This is an optimization exercise on Yosys and OpenROAD, whose aim is small area and a short achievable clock period, not a production implementation. The RTL was checked by simulation tests, not by an equivalence proof against the original design. No activity file was given, so power comes from the tool's default toggle rates.

===== flow/design.v =====
module mcdf_chan (
  input             clk_i,
  input             rstn_i,
  input      [31:0] data_i,
  input             vld_i,
  input             en_next_i,    
  input             pop_req_i,    
  input             sel_next_i,   
  output            ready_o,
  output     [5:0]  free_o,       
  output            empty_o,
  output reg        val_o,        
  output reg [31:0] rdata_o       
);
reg [31:0] mem [0:31];
reg [3:0]  wlo_r;      
reg [7:0]  whi_r;
reg [3:0]  rlo_r;      
reg [7:0]  rhi_r;
reg [31:0] rs_r;       
reg [5:0]  lag_r;      
reg        push_r;     
reg        pop_r;
reg        full_r;
reg        empty_r;
reg  nrdy_r;           
assign ready_o = ~nrdy_r;
wire push = vld_i & ~nrdy_r;
integer k;
wire pop  = pop_req_i & ~empty_r;
wire [5:0] free = lag_r - {5'd0, push_r} + {5'd0, pop_r};
wire       f1 = (free == 6'd1);
wire       e1 = (free == 6'd31);
wire       full_nx  = ~pop & (full_r | (push & f1));
wire       empty_nx = ~push & (empty_r | (pop & e1));
wire [3:0] rlo_nx = pop ? {rlo_r[2:0], rlo_r[3]} : rlo_r;
wire [7:0] rhi_nx = (pop & rlo_r[3]) ? {rhi_r[6:0], rhi_r[7]} : rhi_r;
always @(posedge clk_i or negedge rstn_i) begin
  if (!rstn_i) begin
    wlo_r   <= 4'b0001;
    whi_r   <= 8'b0000_0001;
    rlo_r   <= 4'b0001;
    rhi_r   <= 8'b0000_0001;
    rs_r    <= 32'd0;
    lag_r   <= 6'd32;
    push_r  <= 1'b0;
    pop_r   <= 1'b0;
    full_r  <= 1'b0;
    empty_r <= 1'b1;
    nrdy_r  <= 1'b0;
    val_o   <= 1'b0;
  end else begin
    if (push) begin
      wlo_r <= {wlo_r[2:0], wlo_r[3]};
      if (wlo_r[3]) whi_r <= {whi_r[6:0], whi_r[7]};
    end
    rlo_r   <= rlo_nx;
    rhi_r   <= rhi_nx;
    for (k = 0; k < 32; k = k + 1)
      rs_r[k] <= sel_next_i & rlo_nx[k % 4] & rhi_nx[k / 4];
    lag_r   <= free;
    push_r  <= push;
    pop_r   <= pop;
    full_r  <= full_nx;
    empty_r <= empty_nx;
    nrdy_r  <= ~en_next_i | full_nx;
    val_o   <= pop;
  end
end
always @(posedge clk_i) begin
  for (k = 0; k < 32; k = k + 1)
    if (~full_r & wlo_r[k % 4] & whi_r[k / 4]) mem[k] <= data_i;
end
reg [31:0] rd;
always @(*) begin
  rd = 32'd0;
  for (k = 0; k < 32; k = k + 1)
    rd = rd | (mem[k] & {32{rs_r[k]}});
end
always @(posedge clk_i) rdata_o <= rd;
assign free_o  = free;
assign empty_o = empty_r;
endmodule
module mcdf(
  input clk_i,
  input rstn_i,
  input [1:0]  cmd_i,
  input [8-1:0] cmd_addr_i,
  input [32-1:0] cmd_data_i,
  output[32-1:0] cmd_data_o,
  input [31:0] ch0_data_i,
  input  ch0_vld_i,
  input [31:0] ch1_data_i,
  input  ch1_vld_i,
  input [31:0] ch2_data_i,
  input  ch2_vld_i,
  output  ch0_ready_o,
  output  ch1_ready_o,
  output  ch2_ready_o,
  input  fmt_grant_i,
  output [1:0] fmt_chid_o,
  output fmt_req_o,
  output [5:0]  fmt_length_o,
  output [31:0] fmt_data_o,
  output fmt_start_o,
  output fmt_end_o );
reg [5:0] cfg0_r, cfg1_r, cfg2_r;      
reg [5:0] mar0_r, mar1_r, mar2_r;      
reg [5:0] rdata_r;                     
wire wr_cmd = (cmd_i == 2'b10);
wire rd_cmd = (cmd_i == 2'b01);
wire wr0 = wr_cmd & (cmd_addr_i == 8'h00);
wire wr1 = wr_cmd & (cmd_addr_i == 8'h04);
wire wr2 = wr_cmd & (cmd_addr_i == 8'h08);
wire [5:0] cfg0_nx = wr0 ? cmd_data_i[5:0] : cfg0_r;
wire [5:0] cfg1_nx = wr1 ? cmd_data_i[5:0] : cfg1_r;
wire [5:0] cfg2_nx = wr2 ? cmd_data_i[5:0] : cfg2_r;
wire [5:0] free0, free1, free2;
always @(posedge clk_i or negedge rstn_i) begin
  if (!rstn_i) begin
    cfg0_r <= 6'h07; cfg1_r <= 6'h07; cfg2_r <= 6'h07;
    mar0_r <= 6'd32; mar1_r <= 6'd32; mar2_r <= 6'd32;
    rdata_r <= 6'd0;
  end else begin
    cfg0_r <= cfg0_nx; cfg1_r <= cfg1_nx; cfg2_r <= cfg2_nx;
    mar0_r <= free0; mar1_r <= free1; mar2_r <= free2;
    if (rd_cmd)
      case (cmd_addr_i)
        8'h00: rdata_r <= cfg0_r;
        8'h04: rdata_r <= cfg1_r;
        8'h08: rdata_r <= cfg2_r;
        8'h10:  rdata_r <= mar0_r;
        8'h14:  rdata_r <= mar1_r;
        8'h18:  rdata_r <= mar2_r;
        default: ;
      endcase
  end
end
assign cmd_data_o = {26'b0, rdata_r};
reg  [1:0] nid_r;                 
reg  [2:0] sel_r;                 
reg  [2:0] len_r;                 
reg        nlen32_r;              
reg  s_idle, s_req, s_wait, s_start, s_send, s_end;
reg  send_r;                      
reg  req_r;                       
reg  [5:0] cnt_rec_r, cnt_sen_r;
reg  ge_len_r;                    
reg  eq_last_r;                   
reg  [2:0] bval_r;
reg  [31:0] buf0_r, buf1_r, buf2_r;
wire any_sel = |sel_r;
wire id_req  = (s_idle & ~any_sel) | s_end;
wire ack     = (s_idle & any_sel) | (s_req & ~ge_len_r);
wire [1:0] id_nx;
wire [2:0] sel_nx = id_req ? {id_nx == 2'b10, id_nx == 2'b01, id_nx == 2'b00} : sel_r;
wire empty0, empty1, empty2;
wire val0, val1, val2;
wire [31:0] rd0, rd1, rd2;
mcdf_chan chan0 (.clk_i(clk_i), .rstn_i(rstn_i), .data_i(ch0_data_i), .vld_i(ch0_vld_i),
  .en_next_i(cfg0_nx[0]), .pop_req_i(ack & sel_r[0]), .sel_next_i(sel_nx[0]), .ready_o(ch0_ready_o),
  .free_o(free0), .empty_o(empty0), .val_o(val0), .rdata_o(rd0));
mcdf_chan chan1 (.clk_i(clk_i), .rstn_i(rstn_i), .data_i(ch1_data_i), .vld_i(ch1_vld_i),
  .en_next_i(cfg1_nx[0]), .pop_req_i(ack & sel_r[1]), .sel_next_i(sel_nx[1]), .ready_o(ch1_ready_o),
  .free_o(free1), .empty_o(empty1), .val_o(val1), .rdata_o(rd1));
mcdf_chan chan2 (.clk_i(clk_i), .rstn_i(rstn_i), .data_i(ch2_data_i), .vld_i(ch2_vld_i),
  .en_next_i(cfg2_nx[0]), .pop_req_i(ack & sel_r[2]), .sel_next_i(sel_nx[2]), .ready_o(ch2_ready_o),
  .free_o(free2), .empty_o(empty2), .val_o(val2), .rdata_o(rd2));
wire [1:0] p0 = cfg0_r[2:1], p1 = cfg1_r[2:1], p2 = cfg2_r[2:1];
reg  [1:0] id_sel;
assign id_nx = id_sel;
always @(*) begin
  case ({~empty2, ~empty1, ~empty0})
    3'b001:  id_sel = 2'b00;
    3'b010:  id_sel = 2'b01;
    3'b011:  id_sel = (p1 >= p0) ? 2'b00 : 2'b01;
    3'b100:  id_sel = 2'b10;
    3'b101:  id_sel = (p2 >= p0) ? 2'b00 : 2'b10;
    3'b110:  id_sel = (p2 >= p1) ? 2'b01 : 2'b10;
    3'b111:  id_sel = (p2 >= p0 && p1 >= p0) ? 2'b00 :
                     (p2 >= p1 || p1 < p0 && p2 >= p0) ? 2'b01 : 2'b10;
    default: id_sel = 2'b11;
  endcase
end
function [3:0] len_dec(input [2:0] code);
  case (code)
    3'd0:    len_dec = 4'b0001;
    3'd1:    len_dec = 4'b0010;
    3'd2:    len_dec = 4'b0100;
    default: len_dec = 4'b1000;
  endcase
endfunction
reg [3:0] len_nx;
always @(*) begin
  case (id_nx)
    2'b00:   len_nx = len_dec(cfg0_r[5:3]);
    2'b01:   len_nx = len_dec(cfg1_r[5:3]);
    2'b10:   len_nx = len_dec(cfg2_r[5:3]);
    default: len_nx = 4'b1000;
  endcase
end
wire        a2f_val  = |(sel_r & {val2, val1, val0});
wire        bval_sel = |(sel_r & bval_r);
wire [31:0] a2f_data = rd0 | rd1 | rd2;    
wire [31:0] buf_sel  = (buf0_r & {32{sel_r[0]}}) | (buf1_r & {32{sel_r[1]}}) |
                       (buf2_r & {32{sel_r[2]}});
wire        take = ack & (a2f_val | bval_sel);    
wire [31:0] din  = bval_sel ? buf_sel : a2f_data;
wire eq_m2   = len_r[0] ? (cnt_rec_r == 6'd2)  :
               len_r[1] ? (cnt_rec_r == 6'd6)  :
               len_r[2] ? (cnt_rec_r == 6'd14) : (cnt_rec_r == 6'd30);
wire eq_send = len_r[0] ? (cnt_sen_r == 6'd2)  :
               len_r[1] ? (cnt_sen_r == 6'd6)  :
               len_r[2] ? (cnt_sen_r == 6'd14) : (cnt_sen_r == 6'd30);
always @(posedge clk_i or negedge rstn_i) begin
  if (!rstn_i) begin
    nid_r <= 2'b00;
    sel_r <= 3'b000;
    len_r <= 3'b000;
    nlen32_r <= 1'b0;
    s_idle <= 1'b1; s_req <= 1'b0; s_wait <= 1'b0;
    s_start <= 1'b0; s_send <= 1'b0; s_end <= 1'b0;
    send_r <= 1'b0;
    req_r <= 1'b0;
    cnt_rec_r <= 6'd0;
    cnt_sen_r <= 6'd0;
    ge_len_r <= 1'b0;
    eq_last_r <= 1'b0;
    bval_r <= 3'b000;
  end else begin
    sel_r <= sel_nx;
    if (id_req) begin
      nid_r <= ~id_nx;
      len_r <= len_nx[2:0];
      nlen32_r <= ~len_nx[3];
    end
    s_idle  <= (s_idle & ~eq_last_r) | s_end;
    s_req   <= (s_idle & eq_last_r) | (s_req & ~ge_len_r);
    s_wait  <= (s_req & ge_len_r) | (s_wait & ~fmt_grant_i);
    s_start <= s_wait & fmt_grant_i;
    s_send  <= s_start | (s_send & ~eq_send);
    s_end   <= s_send & eq_send;
    send_r  <= (s_wait & fmt_grant_i) | s_start | s_send;
    req_r   <= (s_idle & eq_last_r) | s_req | (s_wait & ~fmt_grant_i);
    if (id_req) begin
      cnt_rec_r <= 6'd0;
      ge_len_r  <= 1'b0;
      eq_last_r <= 1'b0;
    end else if (take) begin
      cnt_rec_r <= cnt_rec_r + 6'd1;
      ge_len_r  <= ge_len_r | eq_last_r;
      eq_last_r <= eq_m2;
    end
    if (id_req)      cnt_sen_r <= 6'd0;
    else if (send_r) cnt_sen_r <= cnt_sen_r + 6'd1;
    if (ack) bval_r <= bval_r & ~sel_r;
    else     bval_r <= bval_r | (sel_r & {val2, val1, val0});
  end
end
always @(posedge clk_i) begin
  if (!ack && sel_r[0] && val0) buf0_r <= a2f_data;
  if (!ack && sel_r[1] && val1) buf1_r <= a2f_data;
  if (!ack && sel_r[2] && val2) buf2_r <= a2f_data;
end
reg [31:0] pk [0:31];
wire shift = take | send_r;
integer i;
always @(posedge clk_i) begin
  if (shift) begin
    for (i = 0; i < 31; i = i + 1)
      pk[i] <= pk[i+1];
    pk[31] <= din;
    if (len_r[0]) pk[3]  <= din;
    if (len_r[1]) pk[7]  <= din;
    if (len_r[2]) pk[15] <= din;
  end
end
wire send_nx = (s_wait & fmt_grant_i) | s_start | s_send;
reg [31:0] ndout_r;               
always @(posedge clk_i or negedge rstn_i) begin
  if (!rstn_i) ndout_r <= 32'd0;
  else         ndout_r <= send_nx ? ~(send_r ? pk[1] : pk[0]) : 32'd0;
end
assign fmt_data_o   = ~ndout_r;
assign fmt_chid_o   = ~nid_r;
assign fmt_length_o = {~nlen32_r, len_r, 2'b00};
assign fmt_req_o    = req_r;
assign fmt_start_o  = s_start;
assign fmt_end_o    = s_end;
endmodule

===== flow/run.sh =====
#!/bin/bash
# synth_recipe.tcl (not shown) runs the flow's synth.tcl, then flattens the netlist and writes it again
# the make line also repeats each setting of config.mk as NAME=value (left out here)
make -C /OpenROAD-flow-scripts/flow DESIGN_CONFIG=/design/flow/config.mk WORK_HOME=/design/flow/orfs CLKGATE_MAP_FILE= SYNTH_SCRIPT=/design/flow/synth_recipe.tcl finish

===== flow/config.mk =====
export PLATFORM = sky130hd
export DESIGN_NAME = mcdf
export DESIGN_NICKNAME = mcdf
export VERILOG_FILES = /design/flow/design.v
export SDC_FILE = /design/flow/constraint.sdc
export NUM_CORES = 8
export LEC_CHECK = 0
export CAP_MARGIN = 20
export CORE_MARGIN = 2
export CORE_UTILIZATION = 50
export CTS_CLUSTER_DIAMETER = 100
export CTS_CLUSTER_SIZE = 24
export SETUP_SLACK_MARGIN = 4.8
export SLEW_MARGIN = 20

===== flow/constraint.sdc =====
create_clock -name core_clock -period 8.0 [get_ports {clk_i}]
set_input_delay 1.6000 -clock core_clock [delete_from_list [all_inputs] [get_ports {clk_i}]]
set_output_delay 1.6000 -clock core_clock [all_outputs]
set_load 0.01 [all_outputs]

==> flow_summary.yaml, run 1 <==
status:
  outcome: "complete, no violations"
floorplanning:
  rows: 206
  num_io_pins: 222
  die_h_um: 567
  core_mm2: 0.315
  die_area_mm2: 0.322
  die_x_um: 567
  initial_core_util_pct: 50.3
critical_path:
  cp-end-kind: "output port"
  worstPathArrival_ps: 1610
  crit_required_ps: 6400
  start_kind: "flip-flop"
  r2r-start: "sel_r[1]$_DFF_PN0_"
  crit_type: "flip-flop to output port"
  path_cells: "inv_2 > buf_6"
  max_stage_delay_ps: 530
  crit_start: "chan2.nrdy_r$_DFF_PN0_"
  cp_max_fo: 2
  crit_path_top_delay_cell: "dfrtp_2"
placed_design:
  gp_congestion: 0.809
  dp_hpwl_mm: 217
  port_buffers: 167
  placedInstanceArea_mm2: 0.166
  dpl_worst_slack_ps: 3790
synthesis:
  ys_warn_count: 4
  synth_edf_count: 4192
  yosysMostFrequentCell: "edfxtp_1"
  synth_area_leaders: "edfxtp_1 79%, a22oi_1 5.5%, dfrtp_1 4.1%, dfxtp_1 1.2%, a221oi_1 1.1%"
  synth_cells: 8022
  yosysTopAreaCell: "edfxtp_1"
  syn_area_mm2: 0.159
  async_flop_share_pct: 6.36
  synth_top_flop_cell: "edfxtp_1"
  synth_top_area_share_pct: 79.4
  synth_seq_area_share_pct: 85.2
  synth_common_cells: "4192 x edfxtp_1, 1157 x a22oi_1, 296 x clkbuf_1"
  syn_area_per_cell_um2: 19.8
  ys_types: 69
  synth-seq-cells: 4579
hold_path:
  timing.hold.worst.class: "flip-flop to flip-flop"
  hp-start: "pk[28][17]$_DFFE_PP_"
global_routing:
  met3_usage_pct: 5.88
  gr-max-usage-layer: "met2"
  grt_max_degree: 159
  first_global_vias: 78000
  grt_overflow_total: 0
  track_usage_pct: 27.8
  antenna_found_initial: 67
  grt_pass1_wl_mm: 623
  use_met2_pct: 42.3
  use_met1_pct: 40.0
timing:
  fin_ws_ps: 4790
  tightest_slew_ps: 1150
  maxSlewViolCount: 0
  final.min_clock_period_ps: 3210
  finalHoldViolCount: 0
  maxSlewHeadroom_pct: 23.2
  skew_ps: 56.8
  fin_crit_sh_pct: 40.2
  fin_setup_tns_ps: 0
  max_freq_ghz: 0.311
  setup_violations: 0
  rsz0062_at_grt: "yes"
pwr:
  fin_total_pwr_mw: 50.5
  ir_worst_vdd_mv: 0.535
  power.density_mw_per_mm2: 293
  p_leak_nw: 54.9
cts:
  clock_latency_ps: 960
  cts_max_path_buffers: 4
  numClockSinks: 4579
  cts-buffers-inserted: 215
  cts_hold_buf: 0
  cts_root_buffer: "clkbuf_16"
  cts_tree: "built"
  htreeDepth: 4
  clkTransAtPathRegs_ps: 100
routing:
  wire_per_inst_um: 36.5
  first_iter_violations: 13700
  drc: 0
  ant_nets: 0
  vias: 83400
  firstDrtPassIters: 6
  wirelength_mm: 458
  viasPerCell: 6.64
final_layout:
  drive_above_1_share_pct: 10.5
  final_area_mm2: 0.172
  syn2layout_area_growth_pct: 8.56
  nNetsFinal: 8397
  utilization_pct: 54.6
run:
  max_cap_violations: 0
## routing by layer
layer | wire length (µm) | vias to the layer above
met5 | 256 | -
met4 | 18900 | 40
met3 | 53100 | 928
met2 | 207000 | 5238
met1 | 179000 | 43900
li1 | - | 33300
## power by group
part / internal [mW] / total (mW) / switching [mW]
clock network: 5.20 / 12.4 / 7.21
logic: 1.52 / 5.66 / 4.14
registers: 31.5 / 32.5 / 1.00
## registers in the layout (all words and copies together) (netlist names), 1024 cells and up
register,cells
chan0.mem,1024
chan1.mem,1024
chan2.mem,1024
pk,1024
## critical path: cells and delay by family (launching register included)
kind | cells | cell delay, ps
flip-flops | 1 | 530
buffers and inverters | 2 | 180
## area by class of cell
type | instances | area, µm²
Inverter | 120 | 450
Sequential cell | 4579 | 135000
Antenna cell | 35 | 87.6
Timing Repair Buffer | 323 | 2920
Clock inverter | 12 | 185
Clock buffer | 341 | 5990
Tap cell | 4160 | 5200
Multi-Input combinational cell | 2983 | 22100
Fill cell | 23900 | 143000
## repair_timing
item                       4_1_cts  5_1_grt
pin swaps                        0        1
buffers inserted                 9        4
cloned                           6        0
gates resized for setup        235       13
setup endpoints to repair     1112      408
## path summary, 6_finish.rpt
check,slack (ps),cells after the start,to
max in group asynchronous,5840,2,chan0.nrdy_r$_DFF_PN0_
min in group asynchronous,650,1,ndout_r[6]$_DFF_PN0_
min,390,0,pk[27][17]$_DFFE_PP_
min reg2reg,390,0,pk[27][17]$_DFFE_PP_
max,4790,2,ch2_ready_o
max reg2reg,4850,7,pk[7][9]$_DFFE_PP_
## kinds of logic (layout without fill, tap and decap cells)
logic type,after synthesis,in the layout,share of synthesized area [%]
adders and majority gates,31,31,0.259
xor gates and xnor gates,26,26,0.144
muxes,185,185,1.29
other,1,63,0.00236
AOI/OAI and AO/OA,1754,1754,8.53
buffers and inverters,490,796,1.23
and+or+nand+nor,956,959,3.36
DFF,4579,4579,85.2
## cells in the final DEF (no fill, tap or decap), types with 10 or more instances in the layout
master	count
xnor2_1	16
a221oi_1	195
a21oi_1	49
and2_4	86
nand3_1	199
dfstp_2	28
diode_2	35
mux2i_1	35
edfxtp_1	4192
nand4_1	200
dfxtp_1	96
o21ai_0	17
xor2_1	10
mux2_2	146
a211oi_1	44
a22o_1	194
or3_1	33
nor2_1	176
buf_4	140
inv_1	114
ha_1	28
nand2_1	48
conb_1	28
clkbuf_1	119
and2_2	11
buf_2	43
a21oi_2	16
nor2b_1	53
dfrtp_1	151
clkbuf_16	221
dfrtp_2	111
a222oi_1	33
or4_1	98
clkdlybuf4s50_1	114
a22oi_1	1157
## per-stage QoR
step	hold slack [ps]	std cells
detailed placement	405	12100
global placement	400	12100
floorplan	400	8049
CTS	391	12500
finish	393	12600
global route	397	12500
==> inputs of run 2 (changes only) <==
--- a/flow/config.mk
+++ b/flow/config.mk
@@ -8,7 +8,8 @@
 export CAP_MARGIN = 20
 export CORE_MARGIN = 2
-export CORE_UTILIZATION = 50
+export CORE_UTILIZATION = 55
 export CTS_CLUSTER_DIAMETER = 100
-export CTS_CLUSTER_SIZE = 24
+export CTS_CLUSTER_SIZE = 20
+export PLACE_DENSITY = 0.65
 export SETUP_SLACK_MARGIN = 4.8
 export SLEW_MARGIN = 20
==> flow_summary.yaml, run 2 <==
status:
  outcome: "complete, no violations"
floorplanning:
  die_h_um: 541
  initial_core_util_pct: 55.2
  die_x_um: 541
  core_mm2: 0.287
  die_area_mm2: 0.293
  rows: 197
  num_io_pins: 222
critical_path:
  worstPathArrival_ps: 1580
  crit_required_ps: 6400
  reg2reg_slack_ps: 4890
  path_cells: "inv_2 > buf_6"
  cp_max_fo: 2
  max_stage_delay_ps: 490
  crit_type: "flip-flop to output port"
  rr_worst_depth: 7
  crit_start: "chan2.nrdy_r$_DFF_PN0_"
  r2r-end: "pk[3][25]$_DFFE_PP_"
  r2r-start: "sel_r[1]$_DFF_PN0_"
  start_kind: "flip-flop"
  crit_path_top_delay_cell: "dfrtp_2"
  cp-end-kind: "output port"
  endpoint: "ch2_ready_o"
cts:
  htreeDepth: 5
  clock_latency_ps: 930
  cts_max_path_buffers: 4
  cts_tree: "built"
  clkTransAtPathRegs_ps: 80
  cts-buffers-inserted: 268
  numClockSinks: 4579
  cts_root_buffer: "clkbuf_16"
pwr:
  fin_total_pwr_mw: 52.0
  power.density_mw_per_mm2: 300
  p_leak_nw: 55.7
  ir_worst_vdd_mv: 0.375
timing:
  maxSlewHeadroom_pct: 21.9
  rsz0062_at_grt: "yes"
  skew_ps: 49.8
  tightest_slew_ps: 1170
  fin_crit_sh_pct: 39.7
  final.min_clock_period_ps: 3180
  setup_violations: 0
  max_freq_ghz: 0.315
  maxSlewViolCount: 0
  fin_setup_tns_ps: 0
  finalHoldViolCount: 0
  holdWs_ps: 407
synthesis:
  synth_seq_area_share_pct: 85.2
  syn_area_per_cell_um2: 19.8
  ys_warn_count: 4
  synth_common_cells: "4192 x edfxtp_1, 1157 x a22oi_1, 296 x clkbuf_1"
  synth_top_flop_cell: "edfxtp_1"
  syn_area_mm2: 0.159
  yosysTopAreaCell: "edfxtp_1"
  ys_types: 69
  synth_top_area_share_pct: 79.4
  yosysMostFrequentCell: "edfxtp_1"
  async_flop_share_pct: 6.36
  synth-seq-cells: 4579
  synth_cells: 8022
  synth_area_leaders: "edfxtp_1 79%, a22oi_1 5.5%, dfrtp_1 4.1%, dfxtp_1 1.2%, a221oi_1 1.1%"
  synth_edf_count: 4192
run:
  max_cap_violations: 0
routing:
  wirelength_mm: 449
  drc: 0
  vias: 84300
  first_iter_violations: 14700
  wire_per_inst_um: 36.6
  firstDrtPassIters: 6
  viasPerCell: 6.87
  ant_nets: 0
final_layout:
  final_cell_mix: "4192 x edfxtp_1, 1157 x a22oi_1, 275 x clkbuf_16"
  seqCellArea_mm2: 0.135
  multi_input_comb_area_mm2: 0.0220
  syn2layout_area_growth_pct: 9.25
  drive_above_1_share_pct: 11.1
  fillers: 20200
  nNetsFinal: 8466
  final_area_mm2: 0.173
  layout_commonest_cell: "edfxtp_1"
placed_design:
  dp_hpwl_mm: 213
  gp_congestion: 0.811
  placedInstanceArea_mm2: 0.165
  port_buffers: 167
hold_path:
  timing.hold.worst.class: "flip-flop to flip-flop"
global_routing:
  grt_pass1_wl_mm: 612
  grt_overflow_total: 0
  track_usage_pct: 30.1
  first_global_vias: 78500
  antenna_found_initial: 67
  grt_max_degree: 205
## run 2: changes by cell type in the layout (fill, tap and decap cells not counted), sizes merged
| cell | delta |
|---|---|
| buf | -2 |
| bufbuf | +1 |
| clkbuf | +69 |
| clkdlybuf4s15 | +12 |
| clkdlybuf4s50 | +2 |
| clkinv | +3 |
| diode | +3 |
| inv | +8 |
| or2 | -1 |
## run 2: timing repair
action	CTS	global route
hold buffers	0	0
pin swaps	1	1
setup endpoints to repair	1037	619
buffers inserted	7	5
resized for setup	212	15
gates cloned	4	1
## run 2: cell families (layout without fill, tap and decap cells)
family	count (synthesis)	after routing	synth area share, %
AO/OA/AOI/OAI	1754	1754	8.53
XOR/XNOR	26	26	0.144
adder cells (fa/ha/maj)	31	31	0.259
buffers and inverters	490	889	1.23
flip-flops	4579	4579	85.2
multiplexers	185	185	1.29
other	1	66	0.00236
AND/OR/NAND/NOR	956	958	3.36
## run 2: final cells by class
| cell class | instances | area share, % |
|---|---|---|
| Sequential cell | 4579 | 78.1 |
| Clock buffer | 406 | 4.24 |
| Clock inverter | 23 | 0.178 |
| Timing Repair Buffer | 340 | 1.79 |
| Inverter | 120 | 0.260 |
| Multi-Input combinational cell | 2982 | 12.7 |
| Antenna cell | 38 | 0.0549 |
| Tap cell | 3781 | 2.73 |
## run 2: how the worst min path moves through the flow
stage / startpoint / end / slack [ps] / depth (start not counted)
5_1_grt: pk[19][11]$_DFFE_PP_ / pk[18][11]$_DFFE_PP_ / 410 / 0
3_5_place_dp: pk[11][12]$_DFFE_PP_ / pk[10][12]$_DFFE_PP_ / 400 / 0
6_report: pk[28][21]$_DFFE_PP_ / pk[27][21]$_DFFE_PP_ / 410 / 0
2_1_floorplan: pk[11][0]$_DFFE_PP_ / pk[10][0]$_DFFE_PP_ / 400 / 0
3_3_place_gp: pk[15][16]$_DFFE_PP_ / pk[14][16]$_DFFE_PP_ / 400 / 0
4_1_cts: pk[18][30]$_DFFE_PP_ / pk[17][30]$_DFFE_PP_ / 390 / 0
## run 2: metrics by stage
step | util [%] | setup WS, ps | std cells
finish | 60.3 | 4820 | 12300
floorplan | - | -956 | 8049
detailed placement | 57.5 | 3660 | 11800
global route | 60.3 | 4760 | 12200
global placement | 57.5 | 3750 | 11800
CTS | 60.2 | 4760 | 12200
## run 2: critical path: cells and delay by family, from the launching register on
kind,cells,cell delay [ps]
buf+inv,2,180
flops,1,490
## run 2: metal layers
metal / GRT usage [%] / vias up / share of wire [%]
met1: 42.9 / 43400 / 37
met5: 0 / - / 0.077
met2: 45.4 / 6213 / 45
met4: 11.3 / 54 / 4.5
met3: 7.28 / 1084 / 13
li1: - / 33500 / -
## run 2: power by group
group | switching (mW) | leakage [nW] | internal, mW
Clock | 7.54 | 3.68 | 6.44
Sequential | 0.972 | 42.4 | 31.5
Combinational | 4.10 | 9.65 | 1.50
Total | 12.6 | 55.7 | 39.4
==> inputs of run 3 (changes only) <==
--- a/flow/config.mk
+++ b/flow/config.mk
@@ -8,8 +8,7 @@
 export CAP_MARGIN = 20
 export CORE_MARGIN = 2
-export CORE_UTILIZATION = 55
+export CORE_UTILIZATION = 50
 export CTS_CLUSTER_DIAMETER = 100
 export CTS_CLUSTER_SIZE = 20
-export PLACE_DENSITY = 0.65
-export SETUP_SLACK_MARGIN = 4.8
+export SETUP_SLACK_MARGIN = 4.3
 export SLEW_MARGIN = 20
==> flow_summary.yaml, run 3 <==
status:
  outcome: "complete, no violations"
routing:
  first_iter_violations: 13200
  firstDrtPassIters: 6
  vias: 83700
  ant_nets: 0
  wirelength_mm: 459
  drc: 0
  viasPerCell: 6.64
  wire_per_inst_um: 36.4
timing:
  max_freq_ghz: 0.275
  rsz0062_at_grt: "no"
  fin_ws_ps: 4370
  final.min_clock_period_ps: 3630
  skew_ps: 46.2
  tightest_slew_ps: 1120
  setup_violations: 0
  fin_crit_sh_pct: 45.4
  maxSlewHeadroom_pct: 24.9
  maxSlewViolCount: 0
  fin_setup_tns_ps: 0
  holdWs_ps: 409
  finalHoldViolCount: 0
pwr:
  fin_total_pwr_mw: 52.0
  combinationalPowerShare_pct: 10.6
  ir_worst_vdd_mv: 0.859
  power_frac_seq_pct: 62.4
  power.density_mw_per_mm2: 300
  p_sw_share_pct: 24.2
  clkPwrFrac_pct: 27.0
  p_int_mw: 39.4
  p_switching_mw: 12.6
  p_leak_nw: 55.6
cts:
  htreeDepth: 5
  numClockSinks: 4579
  cts_tree: "built"
  clock_latency_ps: 920
  cts_root_buffer: "clkbuf_16"
  cts_hold_buf: 0
  cts-buffers-inserted: 268
  cts_max_path_buffers: 4
  clkTransAtPathRegs_ps: 80
synthesis:
  synth-seq-cells: 4579
  syn_area_mm2: 0.159
  ys_warn_count: 4
  synth_common_cells: "4192 x edfxtp_1, 1157 x a22oi_1, 296 x clkbuf_1"
  synth_edf_count: 4192
  synth_area_leaders: "edfxtp_1 79%, a22oi_1 5.5%, dfrtp_1 4.1%, dfxtp_1 1.2%, a221oi_1 1.1%"
  syn_area_per_cell_um2: 19.8
  synth_seq_area_share_pct: 85.2
  async_flop_share_pct: 6.36
  yosysMostFrequentCell: "edfxtp_1"
  synth_top_flop_cell: "edfxtp_1"
  synth_top_area_share_pct: 79.4
  yosysTopAreaCell: "edfxtp_1"
  ys_types: 69
  synth_cells: 8022
global_routing:
  met3_usage_pct: 5.74
  track_usage_pct: 27.8
  first_global_vias: 78800
  gr-max-usage-layer: "met2"
  antenna_found_initial: 76
  use_met1_pct: 39.5
  grt_overflow_total: 0
  grt_pass1_wl_mm: 625
  use_met2_pct: 42.7
  grt_max_degree: 192
critical_path:
  crit_required_ps: 6400
  cp-end-kind: "output port"
  rr_worst_depth: 6
  reg2reg_slack_ps: 4550
  worstPathArrival_ps: 2030
  cp_max_fo: 2
  crit_type: "flip-flop to output port"
  start_kind: "flip-flop"
placed_design:
  placedInstanceArea_mm2: 0.166
  gp_congestion: 0.794
  dp_hpwl_mm: 217
  port_buffers: 167
  dp.cells: 12100
  dpl_worst_slack_ps: 3720
final_layout:
  nNetsFinal: 8437
  utilization_pct: 55.1
  layout_commonest_cell: "edfxtp_1"
  final_area_mm2: 0.174
  drive_above_1_share_pct: 10.1
  syn2layout_area_growth_pct: 9.46
  stdcell_count: 12600
  final_cell_mix: "4192 x edfxtp_1, 1157 x a22oi_1, 279 x clkbuf_16"
floorplanning:
  die_area_mm2: 0.322
  num_io_pins: 222
  core_mm2: 0.315
  die_h_um: 567
  die_x_um: 567
  initial_core_util_pct: 50.3
  rows: 206
hold_path:
  hold_depth: 0
  timing.hold.worst.class: "flip-flop to flip-flop"
run:
  max_cap_violations: 0
## run 3: cell types whose count changed in the layout (fill, tap and decap cells not counted), sizes merged, moves of 4 or more
cell           previous run  this run
clkdlybuf4s50           116       164
buf                     206       143
clkbuf                  410       397
clkdlybuf4s15            12         0
clkinv                   10         6
## run 3: cells by family (layout without fill, tap and decap cells)
kind of cell | Yosys count | in the layout | synth area share (%)
flip-flops | 4579 | 4579 | 85.2
AO/OA/AOI/OAI | 1754 | 1754 | 8.53
AND/OR/NAND/NOR | 956 | 958 | 3.36
buffers and inverters | 490 | 848 | 1.23
multiplexers | 185 | 185 | 1.29
adder cells (fa/ha/maj) | 31 | 31 | 0.259
XOR/XNOR | 26 | 26 | 0.144
other | 1 | 68 | 0.00236
## run 3: final timing paths
kind / start / end
max in group asynchronous: rstn_i / chan1.rs_r[2]$_DFF_PN0_
max reg2reg: sel_r[1]$_DFF_PN0_ / pk[29][23]$_DFFE_PP_
min in group asynchronous: rstn_i / ndout_r[6]$_DFF_PN0_
max: chan0.nrdy_r$_DFF_PN0_ / ch0_ready_o
min: pk[7][22]$_DFFE_PP_ / pk[6][22]$_DFFE_PP_
min reg2reg: pk[7][22]$_DFFE_PP_ / pk[6][22]$_DFFE_PP_
## run 3: cell type report
cell class | instances | area (µm²)
antenna | 40 | 100
clock inverter | 22 | 308
inverter | 120 | 450
sequential | 4579 | 135000
clock buffer | 395 | 7370
multi-input combinational | 2982 | 22000
fill | 23900 | 142000
tap | 4160 | 5200
timing repair buffer | 311 | 2950
## run 3: worst max-delay path, cell delays in order, from the launching register on
cell,delay (ps)
dfrtp_2,490
inv_1,80
clkdlybuf4s50_1,560
## run 3: metal layers
metal	share of wire, %	routed length [µm]
met3	11	51800
met2	45	209000
met4	4.2	19200
met1	39	179000
met5	0.073	335
## run 3: power groups by stage
stage | registers [mW] | clock network [mW] | logic (mW)
3_5_place_dp | 33.0 | 0 | 5.44
5_1_grt | 32.8 | 15.0 | 6.04
4_1_cts | 32.5 | 14.2 | 5.48
3_3_place_gp | 32.9 | 0 | 5.24
2_1_floorplan | 31.7 | 0 | 2.63
6_report | 32.5 | 14.1 | 5.49
## run 3: repair_timing
item	in CTS	in global routing
buffers inserted	1	0
resized for setup	10	2
endpoints found under the setup margin	718	232
gates cloned	1	3
hold endpoints to repair	0	0
pin swaps	0	0
==> inputs of run 4 (changes only) <==
--- a/flow/config.mk
+++ b/flow/config.mk
@@ -9,6 +9,6 @@
 export CORE_MARGIN = 2
 export CORE_UTILIZATION = 50
-export CTS_CLUSTER_DIAMETER = 100
+export CTS_CLUSTER_DIAMETER = 50
 export CTS_CLUSTER_SIZE = 20
-export SETUP_SLACK_MARGIN = 4.3
+export SETUP_SLACK_MARGIN = 4.8
 export SLEW_MARGIN = 20
==> flow_summary.yaml, run 4 <==
final_layout:
  stdcell_count: 13000
  syn2layout_area_growth_pct: 14.2
  drive_above_1_share_pct: 16.0
  fillers: 23000
  nNetsFinal: 8612
  layout_commonest_cell: "edfxtp_1"
  final_cell_mix: "4192 x edfxtp_1, 1157 x a22oi_1, 432 x clkbuf_16"
synthesis:
  synth_area_leaders: "edfxtp_1 79%, a22oi_1 5.5%, dfrtp_1 4.1%, dfxtp_1 1.2%, a221oi_1 1.1%"
  async_flop_share_pct: 6.36
  synth_top_flop_cell: "edfxtp_1"
  synth_cells: 8022
  yosysTopAreaCell: "edfxtp_1"
  yosysMostFrequentCell: "edfxtp_1"
  synth_top_area_share_pct: 79.4
  ys_warn_count: 4
  ys_types: 69
  synth_common_cells: "4192 x edfxtp_1, 1157 x a22oi_1, 296 x clkbuf_1"
  syn_area_mm2: 0.159
  synth-seq-cells: 4579
  synth_seq_area_share_pct: 85.2
  syn_area_per_cell_um2: 19.8
  synth_edf_count: 4192
floorplanning:
  die_x_um: 567
  initial_core_util_pct: 50.3
  num_io_pins: 222
  rows: 206
  die_area_mm2: 0.322
  core_mm2: 0.315
  die_h_um: 567
cts:
  cts_hold_buf: 0
  clock_latency_ps: 1020
  cts_root_buffer: "clkbuf_16"
  cts_tree: "built"
  cts-buffers-inserted: 425
  cts_max_path_buffers: 4
  htreeDepth: 5
  numClockSinks: 4579
  clkTransAtPathRegs_ps: 80
critical_path:
  cp_top_family: "flip-flops"
  start_kind: "flip-flop"
  crit_start: "chan2.nrdy_r$_DFF_PN0_"
  cp_max_fo: 2
  cp_num_buf_inv: 2
  crit_required_ps: 6400
  path_cells: "inv_2 > buf_6"
  max_stage_delay_ps: 520
  r2r-start: "sel_r[0]$_DFF_PN0_"
  crit_path_top_delay_cell: "dfrtp_2"
  worstPathArrival_ps: 1670
  cp-end-kind: "output port"
  crit_type: "flip-flop to output port"
timing:
  maxSlewHeadroom_pct: 22.9
  fin_ws_ps: 4730
  setup_violations: 0
  final.min_clock_period_ps: 3270
  skew_ps: 66.2
  tightest_slew_ps: 1150
  rsz0062_at_grt: "yes"
  max_freq_ghz: 0.306
  maxSlewViolCount: 0
  fin_crit_sh_pct: 40.9
  finalHoldViolCount: 0
pwr:
  fin_total_pwr_mw: 59.6
  p_leak_nw: 59.3
  power.density_mw_per_mm2: 329
  ir_worst_vdd_mv: 0.380
placed_design:
  dpl_worst_slack_ps: 3790
  dp.cells: 12100
  gp_congestion: 0.809
  port_buffers: 167
  dp_hpwl_mm: 217
routing:
  wire_per_inst_um: 35.7
  wirelength_mm: 464
  viasPerCell: 6.57
  drc: 0
  ant_nets: 0
  vias: 85500
  firstDrtPassIters: 6
  first_iter_violations: 13600
global_routing:
  gr-max-usage-layer: "met2"
  grt_pass1_wl_mm: 634
  grt_max_degree: 159
  met3_usage_pct: 6.08
  first_global_vias: 80200
  use_met1_pct: 40.3
  use_met2_pct: 43.0
  grt_overflow_total: 0
  track_usage_pct: 28.2
  antenna_found_initial: 61
hold_path:
  timing.hold.worst.class: "flip-flop to flip-flop"
  hp-start: "pk[31][19]$_DFFE_PP_"
status:
  outcome: "complete, no violations"
run:
  max_cap_violations: 0
-- run 4: cell counts after synthesis --
Identical to the previous run, type by type.
-- run 4: area by class of cell --
class | count | area, µm² | area share, %
clock inverter | 339 | 3940 | 2.18
clock buffer | 466 | 11000 | 6.08
antenna | 38 | 95.1 | 0.0525
multi-input combinational | 2983 | 22100 | 12.2
sequential | 4579 | 135000 | 74.7
timing repair buffer | 328 | 3050 | 1.68
tap | 4160 | 5200 | 2.87
inverter | 120 | 450 | 0.249
-- run 4: what timing repair did --
item,4_1_cts,5_1_grt
setup buffers,12,5
gates cloned,6,1
resized for setup,246,18
endpoints found under the setup margin,1110,406
hold endpoints to repair,0,0
pin swaps,0,1
-- run 4: metal layers --
layer,vias up,part of all wire [%]
met5,-,0.062
met4,42,4.1
met3,967,12
met2,5724,45
met1,44700,39
li1,34100,-
-- run 4: metrics by stage --
step | area (µm²) | setup TNS, ps | utilization [%] | hold slack, ps
floorplan | 159000 | -979140 | - | 400
global placement | 166000 | 0 | 52.6 | 400
detailed placement | 166000 | 0 | 52.6 | 405
CTS | 181000 | 0 | 57.4 | 400
global route | 181000 | 0 | 57.4 | 404
finish | 181000 | 0 | 57.4 | 403
-- run 4: final timing paths --
path,slack (ps),end,depth (start not counted)
max reg2reg,4840,chan2.rs_r[11]$_DFF_PN0_,5
min in group asynchronous,630,ndout_r[3]$_DFF_PN0_,1
max,4730,ch2_ready_o,2
min,400,pk[30][19]$_DFFE_PP_,0
max in group asynchronous,5890,chan0.nrdy_r$_DFF_PN0_,2
min reg2reg,400,pk[30][19]$_DFFE_PP_,0
-- run 4: worst reg2reg max path, delay by kind of cell, from the launching register on --
| kind | cells | cell delay [ps] |
|---|---|---|
| simple gates | 3 | 1510 |
| compound gates | 2 | 830 |
| flops | 1 | 720 |
-- run 4: kinds of logic (layout without fill, tap and decap cells) --
family | after synthesis | count (layout) | synth area share [%]
compound gates | 1754 | 1754 | 8.53
xor+xnor | 26 | 26 | 0.144
fa+ha+maj | 31 | 31 | 0.259
buf+inv | 490 | 1253 | 1.23
flops | 4579 | 4579 | 85.2
mux | 185 | 185 | 1.29
other cells | 1 | 66 | 0.00236
simple gates | 956 | 959 | 3.36
-- run 4: power by group --
group	internal [mW]	switching, mW
sequential	31.5	1.00
clock	11.5	9.84
combinational	1.59	4.19
total	44.5	15.0
==> inputs of run 5 (changes only) <==
--- a/flow/design.v
+++ b/flow/design.v
@@ -11,5 +11,5 @@
   output            empty_o,
   output reg        val_o,        
-  output reg [31:0] rdata_o       
+  output     [31:0] rdata_o       
 );
 reg [31:0] mem [0:31];
@@ -78,5 +78,5 @@
     rd = rd | (mem[k] & {32{rs_r[k]}});
 end
-always @(posedge clk_i) rdata_o <= rd;
+assign rdata_o = rd;
 assign free_o  = free;
 assign empty_o = empty_r;
@@ -202,5 +202,6 @@
 wire        a2f_val  = |(sel_r & {val2, val1, val0});
 wire        bval_sel = |(sel_r & bval_r);
-wire [31:0] a2f_data = rd0 | rd1 | rd2;    
+reg  [31:0] a2f_data;
+always @(posedge clk_i) a2f_data <= rd0 | rd1 | rd2;    
 wire [31:0] buf_sel  = (buf0_r & {32{sel_r[0]}}) | (buf1_r & {32{sel_r[1]}}) |
                        (buf2_r & {32{sel_r[2]}});
--- a/flow/config.mk
+++ b/flow/config.mk
@@ -9,5 +9,5 @@
 export CORE_MARGIN = 2
 export CORE_UTILIZATION = 50
-export CTS_CLUSTER_DIAMETER = 50
+export CTS_CLUSTER_DIAMETER = 100
 export CTS_CLUSTER_SIZE = 20
 export SETUP_SLACK_MARGIN = 4.8
==> flow_summary.yaml, run 5 <==
floorplanning:
  die_h_um: 565
  num_io_pins: 222
  die_area_mm2: 0.319
  core_mm2: 0.314
  initial_core_util_pct: 50.1
  die_x_um: 565
  rows: 206
critical_path:
  cp-end-kind: "flip-flop"
  cp_max_fo: 13
  crit_type: "flip-flop to flip-flop"
  crit_required_ps: 8620
  start_kind: "flip-flop"
  rr_worst_depth: 6
  worstPathArrival_ps: 4100
final_layout:
  final_cell_mix: "4192 x edfxtp_1, 1146 x a22oi_1, 314 x buf_4"
  drive_above_1_share_pct: 14.2
  fillers: 23900
  syn2layout_area_growth_pct: 10.0
  layout_commonest_cell: "edfxtp_1"
  stdcell_count: 12700
  nNetsFinal: 8537
synthesis:
  synth_seq_area_share_pct: 85.0
  synth_area_leaders: "edfxtp_1 80%, a22oi_1 5.5%, dfrtp_1 4.2%, a22o_1 1.1%, nand4_1 1.1%"
  synth_mux_area_share_pct: 1.28
  synth_xor_area_share_pct: 0.156
  synth-seq-cells: 4515
  synth_compound_area_share_pct: 8.78
  ys_warn_count: 4
  synth_edf_count: 4192
  synthAdderAreaFrac_pct: 0.261
  yosysMostFrequentCell: "edfxtp_1"
  synth_common_cells: "4192 x edfxtp_1, 1146 x a22oi_1, 314 x clkbuf_1"
  synth_top_family_by_area: "compound AO/OA/AOI/OAI gates"
  yosys.area_share.simple_pct: 3.19
  ys_types: 75
  yosysTopAreaCell: "edfxtp_1"
  syn_area_mm2: 0.157
  async_flop_share_pct: 6.45
  syn_area_per_cell_um2: 19.8
  synth_top_area_share_pct: 80.0
  synth_top_flop_cell: "edfxtp_1"
  synth_cells: 7946
pwr:
  power.density_mw_per_mm2: 284
  fin_total_pwr_mw: 49.1
  p_leak_nw: 55.7
  ir_worst_vdd_mv: 0.324
cts:
  cts_root_buffer: "clkbuf_16"
  cts_max_path_buffers: 4
  htreeDepth: 5
  cts_hold_buf: 0
  clkTransAtPathRegs_ps: 80
  cts_tree: "built"
  numClockSinks: 4515
  cts-buffers-inserted: 264
  clock_latency_ps: 1000
hold_path:
  timing.hold.worst.class: "flip-flop to flip-flop"
  hold_depth: 0
global_routing:
  grt_pass1_wl_mm: 817
  grt_max_degree: 182
  antenna_found_initial: 96
  track_usage_pct: 39.3
  first_global_vias: 85700
  grt_overflow_total: 0
routing:
  highest_layer: "met5"
  wirelength_mm: 636
  wire_per_inst_um: 49.9
  ant_nets: 0
  viasPerCell: 7.65
  wl_met2_mm: 255
  drc: 0
  met3WireLength_mm: 122
  vias: 97400
  met1Wirelength_mm: 203
  firstDrtPassIters: 8
  first_iter_violations: 23100
timing:
  fin_crit_sh_pct: 43.5
  final.min_clock_period_ps: 3480
  maxSlewHeadroom_pct: 10.1
  maxSlewViolCount: 0
  finalHoldViolCount: 0
  tightest_slew_ps: 1350
  setup_violations: 0
  max_freq_ghz: 0.287
  skew_ps: 91.0
  rsz0062_at_grt: "yes"
placed_design:
  dp_hpwl_mm: 340
  port_buffers: 167
  gp_congestion: 0.947
  dp.cells: 12200
status:
  outcome: "complete, no violations"
run:
  max_cap_violations: 0
==> run 5: cell count changes in the layout (fill, tap and decap cells not counted), moves of 84 or more <==
cell             delta
nand4_1            +85
nand3_1            -99
or4_1              -96
clkdlybuf4s50_1    -84
buf_2              +92
clkbuf_16         -163
buf_4             +171
==> run 5: final cells by class <==
type	count	area, µm²	share of cell area [%]
timing repair buffer	501	3780	2.18
sequential	4515	134000	77.4
clock buffer	344	7020	4.06
multi-input combinational	2951	22100	12.8
clock inverter	24	303	0.175
tap	4160	5200	3.01
inverter	129	484	0.280
antenna	118	295	0.171
==> run 5: kinds of logic after synthesis <==
family / after synthesis
buffers and inverters: 509
XOR/XNOR: 28
other: 1
multiplexers: 182
flip-flops: 4515
AND/OR/NAND/NOR: 896
AO/OA/AOI/OAI: 1784
adder cells (fa/ha/maj): 31
==> run 5: critical path, cell delays in order (launching register included) <==
cell and delay, ps:
dfrtp_2 710, buf_4 470, buf_4 350, a221oi_1 410, nand3_1 160, nor4_2 560, nand3_2 470
==> run 5: stage by stage <==
stage          setup TNS (ps)  utilization, %  hold WS, ps  setup slack, ps  instance area (µm²)
2_1_floorplan         -921310               -          400             -900               158000
3_3_place_gp                0            52.7          401             3820               166000
3_5_place_dp                0            52.7          405             3800               166000
4_1_cts                     0            55.1          399             4780               173000
5_1_grt                     0            55.0          405             4700               173000
6_report                    0            55.1          402             4520               173000
==> run 5: what timing repair did <==
action / CTS / global route
gates cloned: 4 / 0
pin swaps: 2 / 4
setup endpoints to repair: 1093 / 89
buffers inserted: 8 / 2
gates resized for setup: 201 / 38
==> run 5: final timing paths <==
| check | from | to | slack, ps |
|---|---|---|---|
| worst max register to register | chan0.rs_r[14]$_DFF_PN0_ | a2f_data[17]$_DFF_P_ | 4520 |
| max in group asynchronous | rstn_i | chan1.rs_r[29]$_DFF_PN0_ | 5590 |
| worst max-delay path | chan0.rs_r[14]$_DFF_PN0_ | a2f_data[17]$_DFF_P_ | 4520 |
| min in group asynchronous | rstn_i | ndout_r[7]$_DFF_PN0_ | 720 |
| worst min register to register | pk[26][21]$_DFFE_PP_ | pk[25][21]$_DFFE_PP_ | 400 |
| worst min-delay path | pk[26][21]$_DFFE_PP_ | pk[25][21]$_DFFE_PP_ | 400 |
==> run 5: power breakdown <==
group          switching, mW  internal [mW]
combinational           2.86           1.06
sequential             0.955           30.4
clock                   7.64           6.23
==> run 5: metal layers <==
metal / up-vias / global-route usage [%]
met1: 48800 / 48.6
met4: 46 / 27.5
li1: 33700 / -
met2: 11800 / 52.6
met5: - / 0.878
met3: 3094 / 20.9

==> afterwards: timing with drivers on the ports <==
No port has a modelled driver above. Below, the same layouts with a new extraction and two added sets of constraints.
Step 1 (the two cells are an assumption about what drives the block):
set clk [get_ports {clk_i}]
set_driving_cell -lib_cell sky130_fd_sc_hd__clkbuf_16 $clk
set_driving_cell -lib_cell sky130_fd_sc_hd__buf_2 [delete_from_list [all_inputs] $clk]
Step 2 moves the port delays by t, midway between the first and last clock arrival at a register: inputs arrive t later, outputs are due t later. That takes back most of the time a late clock gives input paths.
a / b / c = ideal ports / drivers / drivers and shift; a / b = the first two.
run	shift t [ns]	slack for setup (ns)	worst hold slack (ns)	latest minus earliest clock arrival (ns)
run 1	1.044	4.786 / 4.671 / 3.811	0.393 / 0.393 / 0.393	0.061 / 0.060
run 2	1.017	4.824 / 4.719 / 3.888	0.407 / 0.407 / 0.407	0.065 / 0.066
run 3	1.014	4.369 / 4.266 / 3.605	0.409 / 0.409 / 0.409	0.070 / 0.070
run 4	1.101	4.731 / 4.609 / 3.827	0.403 / 0.403 / 0.403	0.088 / 0.089
run 5	1.065	4.520 / 4.520 / 3.954	0.402 / 0.402 / 0.402	0.107 / 0.106
After both steps every run listed still meets setup and hold. The setup slack of run 1, which loses most, moves by -0.115 ns with the drivers and by -0.975 ns with both steps.
